What follows belongs to an exercise in optimizing a design on an open flow for small area, a short achievable clock period and few clock cycles; a production flow would make more cautious choices. Function was checked by simulation only, so behaviour that the tests miss may differ from the original.

## flow/design.v (module list and top-level ports; edited modules follow where they fit)
// module fp_booth_enc: 18 lines
// module fp_cpa48: 10 lines
// module fp_mult: 22 lines
// module booth_mul: 717 lines
// module fp_fa: 4 lines
// module fp_ha: 4 lines
// module fp_add_exp: 28 lines
// module fp_add_exp_cases: 43 lines
// module fp_add_exp_cases_fast: 47 lines
// module fp_pick4: 12 lines
// module fp_norm: 7 lines
// module fp_mcmp: 33 lines
// module fp_add_order: 33 lines
// module fp_shift_coarse: 18 lines
// module fp_shift_fine: 10 lines
// module fp_add25: 12 lines
// module fp_add25cc: 12 lines
// module fp_skl: 34 lines
// module fp_add_finish: 11 lines
// module fp_add2: 45 lines
// module fp_add2_dist: 11 lines
// module fp_shift25: 19 lines
// module fp_pack: 9 lines
// module matrix_vector_mul_fp: 76 lines
module matrix_vector_mul_fp #(
    parameter int M = 2,
    parameter int N = 4
)(
    input  logic              clk,
    input  logic              rst,
    input  logic              start,
    input  logic [M*N*32-1:0] matrix,
    input  logic [N*32-1:0]   vector,
    output logic [M*32-1:0]   result,
    output logic              done
);
  // ...
==> flow/flow/run.sh <==
#!/bin/bash
# The standard layout with two changes to synthesis and to timing repair:
# synthesis runs flow/synth.tcl (the standard flow's script, with ABC mapping by
# flow/abc_map.script, which does no buffering or sizing), and timing repair
# aims for 15.35 ns of setup slack, with buf_2 cells as the port buffers.
# make's output goes to synth.log and layout.log, each step's tool output
# to the ORFS logs under orfs/logs.
set -e
export FLOW_ABC_SCRIPT=$PWD/flow/abc_map.script
bash standard.sh SYNTH_SCRIPT=$PWD/flow/synth.tcl synth > synth.log 2>&1
bash standard.sh SETUP_SLACK_MARGIN=15.35 BUFFER_PORTS_ARGS="-buffer_cell sky130_fd_sc_hd__buf_2" finish > layout.log 2>&1
==> flow/flow/abc_map.script <==
&get -n
&st
&dch
&nf
&st
&syn2
&if -g -K 6
&synch2
&nf
&st
&syn2
&if -g -K 6
&synch2
&nf
&st
&syn2
&if -g -K 6
&synch2
&nf
&st
&syn2
&if -g -K 6
&synch2
&nf
&st
&syn2
&if -g -K 6
&synch2
&nf
&put
topo
stime -c
==> flow/flow/synth.tcl <==
# The standard flow's synthesis script (synth_recipe.tcl) with one change: ABC maps with
# flow/abc_map.script, which leaves out the buffering and sizing steps of
# the standard ABC script (the resizer does those after placement).
proc synth {args} { yosys synth -nofsm -noshare {*}$args }
proc abc {args} {
  set i [lsearch -exact $args -script]
  if { $i >= 0 } {
    lset args [expr {$i + 1}] $::env(FLOW_ABC_SCRIPT)
  }
  yosys abc {*}$args
}
source $::env(SCRIPTS_DIR)/synth.tcl
# left out here: clear keep_hierarchy, flatten, clean up, hide names made inside functions, write 1_2_yosys.v
==> flow/standard.sh <==
#!/bin/bash
# synth_recipe.tcl (not shown) runs the flow's synth.tcl, then flattens the netlist and writes it again
# the make line also repeats each setting of config.mk as NAME=value (left out here)
make -C /OpenROAD-flow-scripts/flow DESIGN_CONFIG=/design/flow/config.mk WORK_HOME=/design/flow/orfs CLKGATE_MAP_FILE= SYNTH_SCRIPT=/design/flow/synth_recipe.tcl "${@:-finish}"
==> flow/config.mk <==
export PLATFORM = sky130hd
export DESIGN_NAME = matrix_vector_mul_fp
export DESIGN_NICKNAME = matrix_vector_mul_fp
export VERILOG_FILES = /design/flow/design.v
export SDC_FILE = /design/flow/constraint.sdc
export NUM_CORES = 8
export LEC_CHECK = 0
export CAP_MARGIN = 20
export CORE_MARGIN = 2
export CORE_UTILIZATION = 50
export SLEW_MARGIN = 20
export SYNTH_HIERARCHICAL = 1
==> flow/constraint.sdc <==
create_clock -name core_clock -period 30.0 [get_ports {clk}]
set_input_delay 6.0000 -clock core_clock [delete_from_list [all_inputs] [get_ports {clk}]]
set_output_delay 6.0000 -clock core_clock [all_outputs]
set_load 0.01 [all_outputs]
==> flow_metrics.env, run 1 <==
export IMPL_grt_use_met2_pct=53.8
export IMPL_drt_iter0_drc=16400
export IMPL_max_freq_mhz=69.2
export IMPL_path_class="primary input to register"
export IMPL_nNonClkBuffers=997
export IMPL_crit_path_frequent_cell="fa_1"
export IMPL_netlist_instances=17000
export IMPL_syn_area_um2=162000
export IMPL_rows=209
export IMPL_grtUsageMet1_pct=47.4
export IMPL_avgSynthCellArea_um2=9.56
export IMPL_multi_input_area_um2=150000
export IMPL_gp_congestion=0.952
export IMPL_sh_seq_area_pct=2.73
export IMPL_m1WireLength_mm=242
export IMPL_routed_wl_mm=607
export IMPL_grt_pass1_vias=141000
export IMPL_antenna_found_initial=88
export IMPL_cpLargestDelayFamily="adder cells"
export IMPL_wl_met3_mm=70.8
export IMPL_fin_nets=20400
export IMPL_dieArea_um2=329000
export IMPL_cts_made_buffers=29
export IMPL_die_x_um=574
export IMPL_cp_required_ns=30.46
export IMPL_hold_viol=0
export IMPL_status="finished clean"
export IMPL_wl_per_cell_um=28.7
export IMPL_core_area_um2=324000
export IMPL_holdBufCountCts=0
Testbench counts, summed over its fixed seeds: cycles 32,000.
==> inputs of run 2 (changes only) <==
==> flow/flow/run.sh (replaced) <==
#!/bin/bash
# The standard layout with changes to synthesis and to timing repair:
# synthesis runs flow/synth.tcl (the standard flow's script, with ABC mapping by
# flow/abc_map.script, which does no buffering or sizing), and timing repair
# aims for 15.25 ns of setup slack, with buf_2 cells as the port buffers.
# make's output goes to synth.log and layout.log, each step's tool output
# to the ORFS logs under orfs/logs.
set -e
export FLOW_ABC_SCRIPT=$PWD/flow/abc_map.script
bash standard.sh SYNTH_SCRIPT=$PWD/flow/synth.tcl synth > synth.log 2>&1
bash standard.sh SETUP_SLACK_MARGIN=15.25 BUFFER_PORTS_ARGS="-buffer_cell sky130_fd_sc_hd__buf_2" finish > layout.log 2>&1
--- a/flow/flow/synth.tcl
+++ b/flow/flow/synth.tcl
@@ -1,4 +1,6 @@
-# The standard flow's synthesis script (synth_recipe.tcl) with one change: ABC maps with
+# The standard flow's synthesis script (synth_recipe.tcl) with two changes: ABC maps with
 # flow/abc_map.script, which leaves out the buffering and sizing steps of
-# the standard ABC script (the resizer does those after placement).
+# the standard ABC script (the resizer does those after placement), and
+# adder cells are extracted only in the fp_fa and fp_ha modules and the
+# carry-propagate adders (elsewhere ABC maps the logic smaller without them).
 proc synth {args} { yosys synth -nofsm -noshare {*}$args }
@@ -11,2 +13,6 @@
 }
+# Full and half adder cells only in the adders.
+proc extract_fa {args} {
+  yosys extract_fa {*}$args fp_fa fp_ha fp_add25 fp_add25cc fp_cpa48
+}
 source $::env(SCRIPTS_DIR)/synth.tcl
==> flow_metrics.env, run 2 <==
export IMPL_status="finished clean"
export IMPL_start_kind="primary input"
export IMPL_dp_cells=20800
export IMPL_drt_iter0_drc=14800
export IMPL_cpLargestDelayFamily="compound AO/OA/AOI/OAI gates"
export IMPL_start_util_pct=50.2
export IMPL_cp_required_ns=30.48
export IMPL_mostFrequentLayoutCell="xnor2_1"
export IMPL_first_pass_iters=7
export IMPL_reg_top3="ROW.q_big: 96 flops, ROW.q_sh: 96 flops, ROW.q_em: 32 flops"
export IMPL_slew_headroom_pct=20.5
export IMPL_syn_area_um2=161000
export IMPL_use_met3_pct=6.11
export IMPL_hold_viol=0
export IMPL_grt_use_total_pct=34.3
export IMPL_antenna_found_initial=49
export IMPL_crit_slowest_cell="mux4_4"
export IMPL_cts_tree="done"
export IMPL_wl_per_cell_um=27.7
export IMPL_h_tree_depth=1
export IMPL_rows=208
export IMPL_syn_nets=20200
export IMPL_gp_congestion=0.946
export IMPL_grt_max_degree=56
export IMPL_slew_violations=0
export IMPL_tightestPinTransition_ns=1.16
export IMPL_min_period_ns=14.54
export IMPL_crit_arrival_ns=15.01
export IMPL_grt_use_met2_pct=55.4
export IMPL_cap_violations=0
export IMPL_avgSynthCellArea_um2=9.46
export IMPL_fp_dieH_um=571
export IMPL_fin_setup_tns_ns=0
export IMPL_die_x_um=571
export IMPL_regArea_um2=4750
export IMPL_core_area_um2=321000
export IMPL_grt_pass1_vias=141000
export IMPL_multi_input_area_um2=149000
export IMPL_grtUsageMet1_pct=45.7
export IMPL_period_share_pct=48.5
export IMPL_clk_pin_slew_ns=0.06
export IMPL_busiest_layer="met2"
export IMPL_fin_nets=20000
export IMPL_ant_nets=0
export IMPL_drive_gt1_share_pct=10.6
export IMPL_root_buffer="clkbuf_16"
export IMPL_drc=0
export IMPL_vias_per_cell=6.63
export IMPL_n_fill_cell=29700
export IMPL_cp_num_buf_inv=3
export IMPL_setup_viol=0
export IMPL_final_cell_mix="xnor2_1 (2,854), a22oi_1 (2,185), fa_1 (2,043)"
export IMPL_path_class="primary input to register"
export IMPL_cts_buffer_depth=3
export IMPL_dp_hpwl_mm=377
export IMPL_num_vias=140000
export IMPL_cp_end_kind="register"
export IMPL_hp_class="primary input to asynchronous set/reset pin"
export IMPL_dieArea_um2=327000
export IMPL_io_pins=452
export IMPL_instances_no_fill=21100
export IMPL_grt_overflow_total=0
export IMPL_area_growth_synth_to_final_pct=6.78
export IMPL_cp_max_fo=48
export IMPL_synth_warnings=63
export IMPL_slowest_delay_ns=0.78
export IMPL_rsz0062_at_grt="no"
export IMPL_netlist_instances=17000
export IMPL_max_freq_mhz=68.8
export IMPL_cts_sinks=237
export IMPL_grt_pass1_wl_mm=877
export IMPL_cts_made_buffers=31
export IMPL_routed_wl_mm=585
export IMPL_io_buffers=451
## run 2: what timing repair did
item,in CTS,in global routing
resized for setup,344,337
setup buffers,64,85
pin swaps,26,61
hold endpoints to repair,0,0
cloned,28,49
hold buffers,0,0
setup endpoints to repair,294,162
## run 2: cell type report
| class | instances | share of cell area (%) |
|---|---|---|
| Antenna cell | 30 | 0.0437 |
| Clock buffer | 37 | 0.482 |
| Clock inverter | 20 | 0.162 |
| Inverter | 473 | 1.03 |
| Multi-Input combinational cell | 15000 | 86.9 |
| Sequential cell | 237 | 2.76 |
| Tap cell | 4305 | 3.13 |
| Timing Repair Buffer | 975 | 5.44 |
## run 2: per-stage QoR
step / setup slack (ns) / area [µm²] / hold slack [ns] / util (%)
after floorplan: 14.59 / 164000 / 5.72 / -
after global placement: 12.86 / 165000 / 5.84 / 51.4
after detailed placement: 12.74 / 165000 / 5.83 / 51.4
after CTS: 15.24 / 169000 / 5.13 / 52.6
after global routing: 15.16 / 172000 / 5.16 / 53.6
final: 15.46 / 172000 / 5.17 / 53.6
## run 2: worst paths after layout
kind                       slack, ns                 to  cells after the start        from
setup / recovery               15.46  ROW[0].q_sh[0][1]                     31  vector[41]
hold / removal                  5.17               done                      2         rst
max in group asynchronous      24.75               done                      2         rst
min in group core_clock         5.48               done                      1       start
## run 2: metal layers
layer  share of wire [%]  up-vias
met1                  40    69800
met2                  46     8100
met3                  10     1713
li1                    -    60500
met4                 4.6       42
met5               0.045        -
==> inputs of run 3 (changes only) <==
--- a/flow/flow/run.sh
+++ b/flow/flow/run.sh
@@ -1,3 +1,3 @@
 #!/bin/bash
-# The standard layout with changes to synthesis and to timing repair:
+# The standard layout with two changes to synthesis and to timing repair:
 # synthesis runs flow/synth.tcl (the standard flow's script, with ABC mapping by
@@ -9,2 +9,3 @@
 export FLOW_ABC_SCRIPT=$PWD/flow/abc_map.script
+export FLOW_ABC_AREA_SCRIPT=$PWD/flow/abc_area.script
 bash standard.sh SYNTH_SCRIPT=$PWD/flow/synth.tcl synth > synth.log 2>&1
==> flow/flow/abc_area.script (new file) <==
strash
dch
amap
topo
==> flow/flow/synth.tcl (replaced) <==
# The standard flow's synthesis script (synth_recipe.tcl) with one change: ABC maps with
# flow/abc_map.script, which leaves out the buffering and sizing steps of
# the standard ABC script (the resizer does those after placement), except
# for the exponent-compare modules fp_add_exp_cases, fp_add_exp_cases_fast
# and fp_add2_dist, whose inputs come early: those it maps for area with
# flow/abc_area.script, and without adder cells.
proc synth {args} { yosys synth -nofsm -noshare {*}$args }
proc abc {args} {
  set i [lsearch -exact $args -script]
  set speed $args
  set area $args
  if { $i >= 0 } {
    lset speed [expr {$i + 1}] $::env(FLOW_ABC_SCRIPT)
    lset area [expr {$i + 1}] $::env(FLOW_ABC_AREA_SCRIPT)
  }
  # the exponent compares have time to spare: map them for area
  yosys abc {*}$area fp_add_exp_cases fp_add_exp_cases_fast fp_add2_dist
  yosys abc {*}$speed * fp_add_exp_cases fp_add_exp_cases_fast fp_add2_dist %u %u %d
}
proc extract_fa {args} {
  yosys extract_fa {*}$args * fp_add_exp_cases fp_add_exp_cases_fast fp_add2_dist %u %u %d
}
source $::env(SCRIPTS_DIR)/synth.tcl
# left out here: clear keep_hierarchy, flatten, clean up, hide names made inside functions, write 1_2_yosys.v
==> flow_metrics.env, run 3 <==
export IMPL_status="finished clean"
export IMPL_reg_top3="ROW.q_big: 96 flops, ROW.q_sh: 96 flops, ROW.q_em: 32 flops"
export IMPL_crit_path_frequent_cell="fa_1"
export IMPL_cts_made_buffers=30
export IMPL_cts_buffer_depth=3
export IMPL_netlist_instances=16800
export IMPL_fin_setup_tns_ns=0
export IMPL_cp_num_buf_inv=6
export IMPL_vias_per_cell=6.59
export IMPL_io_pins=452
export IMPL_postLayoutCellArea_um2=168000
export IMPL_cts_tree="done"
export IMPL_dp_cells=20400
export IMPL_core_area_um2=315000
export IMPL_drive_gt1_share_pct=10.1
export IMPL_antenna_found_initial=44
export IMPL_min_period_ns=14.59
export IMPL_fp_dieH_um=568
export IMPL_dp_hpwl_mm=380
export IMPL_period_share_pct=48.6
export IMPL_slew_violations=0
export IMPL_io_buffers=451
export IMPL_wl_per_cell_um=27.5
export IMPL_cpLargestDelayFamily="adder cells"
export IMPL_crit_path_start="vector[88]"
export IMPL_dieArea_um2=322000
export IMPL_start_kind="primary input"
export IMPL_syn_area_um2=159000
export IMPL_grt_overflow_total=0
export IMPL_drc=0
export IMPL_crit_arrival_ns=15.07
export IMPL_cap_violations=0
export IMPL_instances_no_fill=20700
export IMPL_grt_pass1_wl_mm=852
export IMPL_first_pass_iters=9
export IMPL_cts_sinks=237
export IMPL_rows=206
export IMPL_rsz0062_at_grt="yes"
export IMPL_num_vias=136000
export IMPL_ant_nets=0
export IMPL_syn_nets=20300
export IMPL_setup_viol=0
export IMPL_clk_pin_slew_ns=0.07
export IMPL_cp_num_cells=34
export IMPL_drt_iter0_drc=14900
export IMPL_multi_input_area_um2=146000
export IMPL_slew_headroom_pct=20.8
export IMPL_gp_congestion=0.970
export IMPL_post_dp_cell_area_um2=162000
export IMPL_slowest_delay_ns=0.70
export IMPL_grt_pass1_vias=136000
export IMPL_regArea_um2=4750
export IMPL_die_x_um=568
export IMPL_n_fill_cell=29300
export IMPL_max_freq_mhz=68.5
export IMPL_cp_max_fo=37
export IMPL_grt_use_total_pct=33.7
export IMPL_grt_max_degree=56
export IMPL_fin_nets=20000
export IMPL_hold_viol=0
export IMPL_h_tree_depth=1
export IMPL_avgSynthCellArea_um2=9.43
export IMPL_cp_end_kind="register"
export IMPL_final_cell_mix="xnor2_1 (2,655), a22oi_1 (2,160), fa_1 (2,051)"
export IMPL_start_util_pct=50.4
export IMPL_synth_warnings=63
export IMPL_cp_required_ns=30.48
export IMPL_routed_wl_mm=570
export IMPL_hp_class="primary input to asynchronous set/reset pin"
export IMPL_path_class="primary input to register"
export IMPL_holdBufCountCts=0
export IMPL_tightestPinTransition_ns=1.15
export IMPL_area_growth_synth_to_final_pct=5.88
export IMPL_mostFrequentLayoutCell="xnor2_1"
export IMPL_crit_slowest_cell="a31oi_1"
export IMPL_whs_ns=5.18
export IMPL_root_buffer="clkbuf_16"
export IMPL_cp_endpoint="ROW[0].q_sign[1]"
## run 3: repair_timing
item | in CTS | in global routing
resized for setup | 304 | 297
pin swaps | 31 | 35
gates cloned | 28 | 38
setup endpoints to repair | 288 | 161
hold endpoints to repair | 0 | 0
buffers inserted | 54 | 56
## run 3: metal layers
layer  part of all wire (%)  track usage [%]
met5                  0.061                0
met4                    4.1             12.4
met3                     10             6.40
met2                     45             53.8
met1                     40             45.4
## run 3: area by class of cell
cell class / count / share of cell area [%]
diodes: 20 / 0.0298
flip-flops and latches: 237 / 2.83
multi-input cells: 14600 / 86.8
inverters: 743 / 1.66
clock buffers: 30 / 0.446
well taps: 4160 / 3.09
repair buffers: 893 / 4.92
clock inverters: 26 / 0.197
## run 3: how the worst min path moves through the flow
| stage | from | depth (start not counted) | slack, ns | to |
|---|---|---|---|---|
| 2_1_floorplan | rst | 1 | 5.72 | done |
| 3_3_place_gp | rst | 2 | 5.83 | done |
| 3_5_place_dp | rst | 2 | 5.83 | done |
| 4_1_cts | rst | 2 | 5.13 | done |
| 5_1_grt | rst | 2 | 5.16 | done |
| 6_report | rst | 2 | 5.18 | done |
## run 3: per-stage QoR
stage               setup slack [ns]  utilization (%)
floorplan                      14.65                -
global placement               12.92             51.3
detailed placement             12.89             51.3
CTS                            15.25             52.5
global route                   15.22             53.3
finish                         15.41             53.3
==> module fp_mult, before the edit <==
module fp_mult (
    input  logic [31:0] a,
    input  logic [7:0]  eb,
    input  logic        sb,
    input  logic [12:0] bo,
    input  logic [12:0] bt,
    input  logic [12:0] bn,
    input  logic        bz,
    output logic        sign,
    output logic [7:0]  ebase,
    output logic [24:0] p
);
    logic [47:0] s0, s1;
    booth_mul u_mul (
        .a({a[30:23] != 8'd0, a[22:0]}),
        .bo(bo), .bt(bt), .bn(bn), .bz(bz),
        .s0(s0), .s1(s1)
    );
    fp_cpa48 u_cpa (.s0(s0), .s1(s1), .p(p));
    assign ebase = a[30:23] + eb - 8'd127;
    assign sign  = a[31] ^ sb;
endmodule
==> module fp_add_exp, before the edit <==
module fp_add_exp #(
    parameter bit FAST = 0      
)(
    input  logic [7:0] ba,
    input  logic       ca,
    input  logic [7:0] bb,
    input  logic       cb,
    output logic       gt,      
    output logic       eq,      
    output logic [4:0] d,       
    output logic       dz,      
    output logic [7:0] emax
);
    logic [7:0] v [4];
    generate
        if (FAST) begin: F
            fp_add_exp_cases_fast u_cases (.ba(ba), .bb(bb), .v00(v[0]), .v01(v[1]), .v10(v[2]), .v11(v[3]));
        end else begin: S
            fp_add_exp_cases u_cases (.ba(ba), .bb(bb), .v00(v[0]), .v01(v[1]), .v10(v[2]), .v11(v[3]));
        end
    endgenerate
    fp_pick4 #(.W(8)) u_pick (.v0(v[0]), .v1(v[1]), .v2(v[2]), .v3(v[3]), .s({ca, cb}),
                              .y({gt, eq, d, dz}));
    logic [7:0] ea, eb;
    assign ea   = ba + {7'd0, ca};
    assign eb   = bb + {7'd0, cb};
    assign emax = gt ? ea : eb;
endmodule
==> inputs of run 4 (changes only) <==
--- a/flow/design.v
+++ b/flow/design.v
@@ -47,5 +47,12 @@
     fp_cpa48 u_cpa (.s0(s0), .s1(s1), .p(p));
-    assign ebase = a[30:23] + eb - 8'd127;
+    fp_ebase u_eb (.ea(a[30:23]), .eb(eb), .e(ebase));
     assign sign  = a[31] ^ sb;
 endmodule
+module fp_ebase (
+    input  logic [7:0] ea,
+    input  logic [7:0] eb,
+    output logic [7:0] e
+);
+    assign e = ea + eb - 8'd127;
+endmodule
 module booth_mul (
@@ -798,2 +805,12 @@
                               .y({gt, eq, d, dz}));
+    fp_add_emax u_emax (.ba(ba), .ca(ca), .bb(bb), .cb(cb), .gt(gt), .emax(emax));
+endmodule
+module fp_add_emax (
+    input  logic [7:0] ba,
+    input  logic       ca,
+    input  logic [7:0] bb,
+    input  logic       cb,
+    input  logic       gt,
+    output logic [7:0] emax
+);
     logic [7:0] ea, eb;
==> flow/flow/synth.tcl (replaced) <==
# The standard flow's synthesis script (synth_recipe.tcl) with one change: ABC maps with
# flow/abc_map.script, which leaves out the buffering and sizing steps of
# the standard ABC script (the resizer does those after placement), except
# for the exponent modules fp_add_exp_cases, fp_add_exp_cases_fast,
# fp_add2_dist, fp_ebase and fp_add_emax, which have time to spare: those it
# maps for area with flow/abc_area.script, and without adder cells.
proc synth {args} { yosys synth -nofsm -noshare {*}$args }
proc abc {args} {
  set i [lsearch -exact $args -script]
  set speed $args
  set area $args
  if { $i >= 0 } {
    lset speed [expr {$i + 1}] $::env(FLOW_ABC_SCRIPT)
    lset area [expr {$i + 1}] $::env(FLOW_ABC_AREA_SCRIPT)
  }
  # the exponent modules have time to spare: map them for area
  yosys abc {*}$area fp_add_exp_cases fp_add_exp_cases_fast fp_add2_dist fp_ebase fp_add_emax
  yosys abc {*}$speed * fp_add_exp_cases fp_add_exp_cases_fast fp_add2_dist fp_ebase fp_add_emax %u %u %u %u %d
}
proc extract_fa {args} {
  yosys extract_fa {*}$args * fp_add_exp_cases fp_add_exp_cases_fast fp_add2_dist fp_ebase fp_add_emax %u %u %u %u %d
}
source $::env(SCRIPTS_DIR)/synth.tcl
# left out here: clear keep_hierarchy, flatten, clean up, hide names made inside functions, write 1_2_yosys.v
==> flow_metrics.env, run 4 <==
export IMPL_h_tree_depth=1
export IMPL_fin_ws_ns=15.38
export IMPL_post_dp_cell_area_um2=161000
export IMPL_grt_pass1_wl_mm=855
export IMPL_num_vias=137000
export IMPL_crit_path_frequent_cell="fa_1"
export IMPL_core_area_um2=315000
export IMPL_reg_top3="ROW.q_big: 96 flops, ROW.q_sh: 96 flops, ROW.q_em: 32 flops"
export IMPL_crit_path_start="vector[64]"
export IMPL_routed_wl_mm=568
export IMPL_cts_made_buffers=29
export IMPL_start_util_pct=50.2
export IMPL_syn_nets=20400
export IMPL_grt_pass1_vias=137000
export IMPL_vias_per_cell=6.59
export IMPL_drive_gt1_share_pct=10.1
export IMPL_crit_arrival_ns=15.13
export IMPL_drc=0
export IMPL_root_buffer="clkbuf_16"
export IMPL_synth_warnings=63
export IMPL_max_freq_mhz=68.4
export IMPL_tightestPinTransition_ns=1.18
export IMPL_n_fill_cell=29200
export IMPL_grt_use_total_pct=33.8
export IMPL_cp_end_kind="register"
export IMPL_cp_required_ns=30.51
export IMPL_whs_ns=5.18
export IMPL_slew_violations=0
export IMPL_cap_violations=0
export IMPL_ant_nets=0
export IMPL_final_cell_mix="xnor2_1 (2,575), a22oi_1 (2,158), fa_1 (2,042)"
export IMPL_cp_endpoint="ROW[1].q_sign[1]"
export IMPL_fin_nets=20000
export IMPL_slew_headroom_pct=21.2
export IMPL_dp_hpwl_mm=378
export IMPL_cts_tree="done"
export IMPL_cts_sinks=237
export IMPL_hold_viol=0
export IMPL_syn_area_um2=158000
export IMPL_instances_no_fill=20900
export IMPL_preCtsSetupSlack_ns=12.68
export IMPL_slowest_delay_ns=0.63
export IMPL_die_x_um=566
export IMPL_postLayoutCellArea_um2=167000
export IMPL_hp_class="primary input to asynchronous set/reset pin"
export IMPL_grt_overflow_total=0
export IMPL_first_pass_iters=7
export IMPL_io_pins=452
export IMPL_path_class="primary input to register"
export IMPL_drt_iter0_drc=15500
export IMPL_fp_dieH_um=566
export IMPL_crit_slowest_cell="buf_4"
export IMPL_period_share_pct=48.7
export IMPL_dp_cells=20600
export IMPL_grt_max_degree=103
export IMPL_status="finished clean"
export IMPL_netlist_instances=17000
export IMPL_rsz0062_at_grt="yes"
export IMPL_holdBufCountCts=0
export IMPL_cts_buffer_depth=3
export IMPL_fin_setup_tns_ns=0
export IMPL_clk_pin_slew_ns=0.07
export IMPL_dieArea_um2=320000
export IMPL_wl_per_cell_um=27.2
export IMPL_io_buffers=451
export IMPL_final_util_pct=53.2
export IMPL_avgSynthCellArea_um2=9.28
export IMPL_start_kind="primary input"
export IMPL_rows=206
export IMPL_gp_congestion=0.948
export IMPL_min_period_ns=14.62
export IMPL_antenna_found_initial=31
export IMPL_cp_max_fo=47
export IMPL_mostFrequentLayoutCell="xnor2_1"
export IMPL_setup_viol=0
export IMPL_area_growth_synth_to_final_pct=6.02
## run 4: area by class of cell
| type | instances | area (µm²) | area share [%] |
|---|---|---|---|
| Antenna cell | 15 | 37.5 | 0.0224 |
| Clock buffer | 35 | 798 | 0.477 |
| Clock inverter | 18 | 235 | 0.140 |
| Inverter | 763 | 2860 | 1.71 |
| Multi-Input combinational cell | 14700 | 145000 | 86.6 |
| Sequential cell | 237 | 4760 | 2.84 |
| Tap cell | 4160 | 5200 | 3.11 |
| Timing Repair Buffer | 906 | 8460 | 5.05 |
## run 4: worst max-delay path: cells and delay by family
family	cells	cell delay [ns]
AND/OR/NAND/NOR	4	0.90
AO/OA/AOI/OAI	10	2.31
multiplexers	2	0.75
adder cells (fa/ha/maj)	8	3.41
buffers and inverters	4	1.26
XOR/XNOR	2	0.43
## run 4: per-layer routing
metal	wire, µm	GRT usage, %	vias to the layer above
li1	-	-	60000
met1	233000	46.6	68000
met2	255000	53.5	8028
met3	56200	5.41	1501
met4	24000	12.4	36
met5	254	0	-
## run 4: worst min path at each step
stage | start | end | slack (ns) | depth (start not counted)
2_1_floorplan | rst | done | 5.72 | 1
3_3_place_gp | rst | done | 5.83 | 2
3_5_place_dp | rst | done | 5.83 | 2
4_1_cts | rst | done | 5.14 | 2
5_1_grt | rst | done | 5.17 | 2
6_report | rst | done | 5.18 | 2
## run 4: timing repair
item,CTS,global route
setup endpoints to repair,290,160
pin swaps,44,47
setup buffers,80,60
cloned,33,37
gates resized for setup,330,270
Testbench counts of run 4, summed over its fixed seeds: cycles 32,000.
==> inputs of run 5 (changes only) <==
--- a/flow/flow/run.sh
+++ b/flow/flow/run.sh
@@ -1,6 +1,8 @@
 #!/bin/bash
-# The standard layout with two changes to synthesis and to timing repair:
+# The standard layout with changes to synthesis and to timing repair:
 # synthesis runs flow/synth.tcl (the standard flow's script, with ABC mapping by
-# flow/abc_map.script, which does no buffering or sizing), and timing repair
-# aims for 15.25 ns of setup slack, with buf_2 cells as the port buffers.
+# flow/abc_map.script, which does no buffering or sizing, and by
+# flow/abc_area.script for a few exponent modules that have time to spare),
+# and timing repair aims for 15.25 ns of setup slack, with buf_2 cells as
+# the port buffers.
 # make's output goes to synth.log and layout.log, each step's tool output
==> flow_metrics.env, run 5 <==
export IMPL_grt_pass1_vias=137000
export IMPL_io_pins=452
export IMPL_gp_congestion=0.948
export IMPL_drive_gt1_share_pct=10.1
export IMPL_cp_required_ns=30.51
export IMPL_n_fill_cell=29200
export IMPL_path_class="primary input to register"
export IMPL_instances_no_fill=20900
export IMPL_fin_nets=20000
export IMPL_ant_nets=0
export IMPL_regArea_um2=4760
export IMPL_start_kind="primary input"
export IMPL_start_util_pct=50.2
export IMPL_cp_end_kind="register"
export IMPL_dp_hpwl_mm=378
export IMPL_grt_use_total_pct=33.8
export IMPL_cts_tree="done"
export IMPL_dieArea_um2=320000
export IMPL_cp_max_fo=47
export IMPL_multi_input_area_um2=145000
export IMPL_drc=0
export IMPL_syn_nets=20400
export IMPL_syn_area_um2=158000
export IMPL_die_x_um=566
export IMPL_num_vias=137000
export IMPL_setup_viol=0
export IMPL_cts_sinks=237
export IMPL_mostFrequentLayoutCell="xnor2_1"
export IMPL_first_pass_iters=7
export IMPL_crit_arrival_ns=15.13
export IMPL_netlist_instances=17000
export IMPL_final_cell_mix="xnor2_1 (2,575), a22oi_1 (2,158), fa_1 (2,042)"
export IMPL_grt_max_degree=103
export IMPL_slowest_delay_ns=0.63
export IMPL_cts_made_buffers=29
export IMPL_drt_iter0_drc=15500
export IMPL_crit_slowest_cell="buf_4"
export IMPL_period_share_pct=48.7
export IMPL_max_freq_mhz=68.4
export IMPL_vias_per_cell=6.59
export IMPL_min_period_ns=14.62
export IMPL_grt_overflow_total=0
export IMPL_root_buffer="clkbuf_16"
export IMPL_rsz0062_at_grt="yes"
export IMPL_wl_per_cell_um=27.2
export IMPL_postLayoutCellArea_um2=167000
export IMPL_reg_top3="ROW.q_big: 96 flops, ROW.q_sh: 96 flops, ROW.q_em: 32 flops"
export IMPL_slew_violations=0
export IMPL_cp_num_buf_inv=4
export IMPL_cap_violations=0
export IMPL_io_buffers=451
export IMPL_clk_pin_slew_ns=0.07
export IMPL_rows=206
export IMPL_fp_dieH_um=566
export IMPL_grt_pass1_wl_mm=855
export IMPL_core_area_um2=315000
export IMPL_area_growth_synth_to_final_pct=6.02
export IMPL_status="finished clean"
export IMPL_cpLargestDelayFamily="adder cells"
export IMPL_antenna_found_initial=31
export IMPL_crit_path_frequent_cell="fa_1"
export IMPL_hold_viol=0
export IMPL_fin_setup_tns_ns=0
export IMPL_post_dp_cell_area_um2=161000
export IMPL_tightestPinTransition_ns=1.18
export IMPL_routed_wl_mm=568
export IMPL_cts_buffer_depth=3
export IMPL_slew_headroom_pct=21.2
export IMPL_hp_class="primary input to asynchronous set/reset pin"
export IMPL_synth_warnings=63
export IMPL_avgSynthCellArea_um2=9.28
export IMPL_final_util_pct=53.2
export IMPL_dp_cells=20600
export IMPL_h_tree_depth=1
## run 5: cell type report
| cell class | count | area share (%) |
|---|---|---|
| diodes | 15 | 0.0224 |
| clock buffers | 35 | 0.477 |
| clock inverters | 18 | 0.140 |
| inverters | 763 | 1.71 |
| multi-input cells | 14700 | 86.6 |
| flip-flops and latches | 237 | 2.84 |
| well taps | 4160 | 3.11 |
| repair buffers | 906 | 5.05 |
## run 5: layer usage
metal | routed length [µm] | vias up | track usage (%)
met3 | 56200 | 1501 | 5.41
met4 | 24000 | 36 | 12.4
met5 | 254 | - | 0
met1 | 233000 | 68000 | 46.6
met2 | 255000 | 8028 | 53.5
li1 | - | 60000 | -
## run 5: per-stage QoR
step | setup slack (ns) | hold slack, ns
6_report | 15.38 | 5.18
5_1_grt | 15.18 | 5.17
4_1_cts | 15.25 | 5.14
3_5_place_dp | 12.68 | 5.83
3_3_place_gp | 12.73 | 5.83
2_1_floorplan | 14.64 | 5.72
## run 5: timing repair
item | CTS | global route
setup endpoints to repair | 290 | 160
resized for setup | 330 | 270
buffers inserted | 80 | 60
gates cloned | 33 | 37
hold buffers | 0 | 0
pin swaps | 44 | 47
## run 5: path summary, 6_finish.rpt
kind	start	endpoint	slack, ns	cells past startpoint
min in group core_clock	start	done	5.47	1
hold / removal	rst	done	5.18	2
setup / recovery	vector[64]	ROW[1].q_sign[1]	15.38	30
max in group asynchronous	rst	done	24.74	2

==> port drivers added, routing unchanged <==
No port has a modelled driver above. Below, the same layouts with a new extraction and two added sets of constraints. Step 1, drivers: a clkbuf_16 drives clk and a buf_2 each remaining input, both assumed. Step 2 also shifts input and output timing later by t, the mid clock arrival at the registers, as if the neighbouring blocks saw the same clock. Three values: no drivers, after step 1, after step 2; two values: the first two.
| run | t, ns | setup slack, ns | worst setup path after step 2 | clock arrival spread, ns | slew at the worst register clock pin (ns) |
|---|---|---|---|---|---|
| run 1 | 0.665 | 15.541 / 15.358 / 14.693 | input to register | 0.046 / 0.046 | 0.07 / 0.07 |
| run 2 | 0.694 | 15.464 / 15.442 / 14.748 | input to register | 0.064 / 0.063 | 0.07 / 0.07 |
| run 3 | 0.689 | 15.406 / 15.296 / 14.607 | input to register | 0.039 / 0.039 | 0.07 / 0.07 |
| run 4 | 0.692 | 15.378 / 15.403 / 14.711 | input to register | 0.041 / 0.040 | 0.07 / 0.07 |
| run 5 | 0.692 | 15.378 / 15.403 / 14.711 | input to register | 0.041 / 0.040 | 0.07 / 0.07 |
After both steps setup and hold are still met in every run listed. The setup slack of run 1, which loses most, moves by -0.183 ns with the drivers and by -0.848 ns with both steps.
